From an optimization exercise on the open Yosys and OpenROAD flow, aimed at small area; shortcuts taken in it are not production practice. In this exercise RTL edits were held to simulation tests only and were not proved equivalent to the original. Power figures rest on the tool's default switching activity, not on a simulated workload.

Design jt6295, start of the top module:
module jt6295(
    input                  rst,
    input                  clk,
    input                  cen  ,
    input                  ss,         
    input                  wrn,   
    input         [ 7:0]   din,
    output        [ 7:0]   dout,
    output        [17:0]   rom_addr,
    input         [ 7:0]   rom_data,
    input                  rom_ok,
    output signed [13:0]   sound,
    output                 sample    
);
wire        cen_sr, cen_sr4, cen_sr32, cen_48k, adpcm_slot;
wire [ 2:0] slot;
wire [ 1:0] ch;
wire [ 3:0] busy, start, stop;
reg  [ 3:0] ack;
wire        ack_bit;
wire [17:0] start_addr, stop_addr, ch_addr;
wire [ 9:0] ctrl_addr;
wire [ 7:0] ctrl_data;
wire [ 3:0] ch_nib, pipe_data;
wire [ 3:0] att, pipe_att;
wire        ctrl_ok, nib_sel;
wire        pipe_en;
wire signed [11:0] pipe_snd;
assign dout   = { 4'hf, busy | start };
assign sample = cen_48k;
always @(*) begin
    case( ch )
        2'd0: ack = { ack_bit, 3'd0 };
        2'd1: ack = { 3'd0, ack_bit };
        2'd2: ack = { 2'd0, ack_bit, 1'd0 };
        2'd3: ack = { 1'd0, ack_bit, 2'd0 };
    endcase
end
jt6295_timing u_timing(
    .rst        ( rst       ),
    .clk        ( clk       ),
    .cen        ( cen       ),
    .ss         ( ss        ),
    .cen_sr     ( cen_sr    ),
    .cen_sr4    ( cen_sr4   ),
    .cen32      ( cen_sr32  ),
    .slot       ( slot      ),
    .adpcm_slot ( adpcm_slot),
    .ch         ( ch        ),
    .cen_48k    ( cen_48k   )
);
jt6295_rom u_rom(
    .rst        ( rst           ),
    .clk        ( clk           ),
    .adpcm_slot ( adpcm_slot    ),
  ...
Size in the first run: roughly 1,500 cells after synthesis, about 480 flip-flops, roughly 63 I/O pins, about 0.021 mm² of cells after synthesis.
clock: 10.0 ns
lec_check: 0
cap_margin: 20
core_margin: 2
core_utilization: 40
slew_margin: 20
standard.sh (not shown) runs the stock make flow with config.mk's settings and CLKGATE_MAP_FILE= SYNTH_SCRIPT=/design/flow/synth_recipe.tcl, a recipe that flattens the netlist after the stock synthesis.
==> flow/flow/run.sh <==
#!/bin/bash
# The standard layout, with two changes: the smallest buffer on the ports
# (buf_1), and a clock tree with larger sink clusters and no dummy loads.
set -euo pipefail
bash standard.sh "BUFFER_PORTS_ARGS=-buffer_cell sky130_fd_sc_hd__buf_1" \
  "CTS_ARGS=-sink_clustering_enable -repair_clock_nets -dont_use_dummy_load -sink_clustering_size 27 -sink_clustering_max_diameter 150" \
  finish > standard.log 2>&1
The first run ran to the end with no violations.
Edit:
--- a/flow/design.v
+++ b/flow/design.v
@@ -4,21 +4,20 @@
     input            cen,
     input            ss,
     output           cen_sr,      
     output           cen_sr4,     
     output reg       cen32,       
     output     [2:0] slot,        
     output           adpcm_slot,  
     output     [1:0] ch,          
     output reg       cen_48k
 );
-localparam [7:0] N48=8'd6, D48=8'd125;
 function [19:0] radd(input [19:0] a, input [19:0] b, input ci);
     integer i;
     reg c;
     begin
         c = ci;
         for( i=0; i<20; i=i+1 ) begin
             radd[i] = a[i]^b[i]^c;
             c = (a[i]&b[i]) | (c&(a[i]^b[i]));
         end
     end
@@ -29,29 +28,30 @@
     begin
         c = 1'b1;
         for( i=0; i<20; i=i+1 )
             c = (a[i]&~b[i]) | (c&~(a[i]^b[i]));
         rge = c;
     end
 endfunction
 reg  [2:0] base;
 reg  [5:0] cnt;
 wire [2:0] lim = ss ? 3'h3 : 3'h4;
-reg  [7:0] cnt48;
-wire       over48 = rge( cnt48, D48 );
+reg  [6:0] n48;
+wire       hit48 = n48==7'd0  || n48==7'd21 || n48==7'd42 ||
+                   n48==7'd63 || n48==7'd84 || n48==7'd105;
 always @(posedge clk) begin
     if( rst ) begin
-        cnt48   <= 8'd0;
+        n48     <= 7'd125;
         cen_48k <= 1'b0;
     end else begin
-        if(cen) cnt48 <= radd( cnt48, over48 ? 8'd137 : N48, 1'b0 );
-        cen_48k <= over48 && cen;
+        if(cen) n48 <= &n48[6:2] ? { 6'd0, n48[0] } : radd( n48, 7'd0, 1'b1 );
+        cen_48k <= hit48 && cen;
     end
 end
 always @(posedge clk) begin
     if( rst ) begin
         base  <= 3'd0;
         cnt   <= 6'd0;
         cen32 <= 1'b0;
     end else begin
         cen32 <= cen && !cnt[5] && base==3'd0;
         if( cen ) begin
@@ -424,37 +424,40 @@
     unlim = radd( { snd_old[11], snd_old }, { 1'b0, qn } ^ {13{in_data[3]}}, in_data[3] );
     ov = &{snd_old[11],in_data[3],~unlim[11]}|&{~snd_old[11],~in_data[3],unlim[11]};
     if( ^unlim[12:11] ) ov=1;
     snd_new = (!in_en || rst) ? 12'd0 :
               ov ? {unlim[12],{11{~unlim[12]}}} : unlim[11:0];  
 end
 wire [16:0] s1   = { {5{snd_mul[11]}}, snd_mul };
 wire [16:0] s3   = radd( s1, s1<<1, 1'b0 );
 wire [16:0] m11  = radd( s3, !att_mul[2] ? s1<<3 : 17'd0, 1'b0 );
 wire        pow2 = !att_mul[0];
-wire        mute = att_mul>4'd8;
+wire        mute = att_mul>4'd8 || rst;
 wire [11:0] load = mute ? 12'd0 : pow2 ? snd_mul : m11[15:4];
 wire [ 2:0] sh_load = pow2 ? att_mul[3:1] : { 2'b0, att_mul[1] };
 reg  [ 2:0] sh;
 wire        do_shift = cen32 && slot>=3'd2 && (slot-3'd2) < sh;
 always @(posedge clk) begin
     if( cen ) sh <= sh_load;
 end
 always @(posedge clk) begin
     if( cen || rst ) snd_sh <= { snd_sh[35:0], snd_new };
 end
 always @(posedge clk, posedge rst) begin
     if(rst) begin
         in_en  <= 1'b0;
-        sound  <= 12'd0;
     end else if(cen) begin
         in_en  <= en;
+    end
+end
+always @(posedge clk) begin
+    if( cen || rst ) begin
         sound  <= load;
     end else if( do_shift ) begin
         sound  <= { sound[11], sound[11:1] };
     end
 end
 always @(posedge clk) begin
     if(cen) begin
         in_data <= data;
         in_att  <= att;
         idx_sh  <= { idx_sh[17:0], idx_new };
@@ -485,34 +488,27 @@
     integer i;
     reg c;
     begin
         c = 1'b1;
         for( i=0; i<20; i=i+1 )
             c = (a[i]&~b[i]) | (c&~(a[i]^b[i]));
         rge = c;
     end
 endfunction
 reg signed [13:0] acc, sum;
-wire [13:0] acc_sum = radd( acc, { {2{sound_in[11]}}, sound_in }, 1'b0 );
-always @(posedge clk, posedge rst) begin
-    if( rst ) begin
-        acc <= 14'd0;
-    end else if(cen4) begin
-        acc <= cen ? { {2{sound_in[11]}}, sound_in } : acc_sum;
-    end
+wire        restart = cen | rst;
+wire [13:0] acc_sum = radd( restart ? 14'd0 : acc, { {2{sound_in[11]}}, sound_in }, 1'b0 );
+always @(posedge clk) begin
+    if( cen4 || rst ) acc <= acc_sum;
 end
-always @(posedge clk, posedge rst) begin
-    if( rst ) begin
-        sum <= 14'd0;
-    end else if(cen) begin
-        sum <= acc;
-    end
+always @(posedge clk) begin
+    if( cen || rst ) sum <= acc;
 end
 assign sound_out = sum;
 endmodule
 module jt6295(
     input                  rst,
     input                  clk,
     input                  cen  ,
     input                  ss,         
     input                  wrn,   
     input         [ 7:0]   din,
Non-clock buffer count is lower by 1.
Die area is lower by 1.6%.
First-iteration DRC count is lower by 14%.
Worst hold slack is worse by 0.028 ns.
Sequential power barely changes.
Core utilization is lower by 0.27 points.
Clock skew is higher by 0.023 ns.
Area after synthesis is lower by 1.6%.
Power is higher by 0.97%.
Critical path depth is higher by 1.
Count of clock-buffer cells in the layout does not change.
Combinational power is higher by about 2%.

-- port drivers added, routing unchanged --
How much do the figures lean on ideal ports? The routed layouts below were timed once more, with nothing changed but the port constraints. Step 1, drivers: a clkbuf_16 drives clk and a buf_2 each remaining input, both assumed. Step 2 moves the port delays by t, midway between the first and last clock arrival at a register: inputs arrive t later, outputs are due t later. That takes back most of the time a late clock gives input paths. Slacks: ideal ports / drivers / drivers and shift; pairs: ideal ports / drivers.
run	t, ns	setup slack, ns	worst register clock-pin slew, ns	worst slew at a driven data input, ns	cell pins on the clock port's net
the first run	0.595	1.182 / 1.182 / 1.182	0.11 / 0.11	0.05	1
the second run	0.592	1.355 / 1.355 / 1.355	0.10 / 0.10	0.10	1
After both steps every run listed still meets setup and hold.
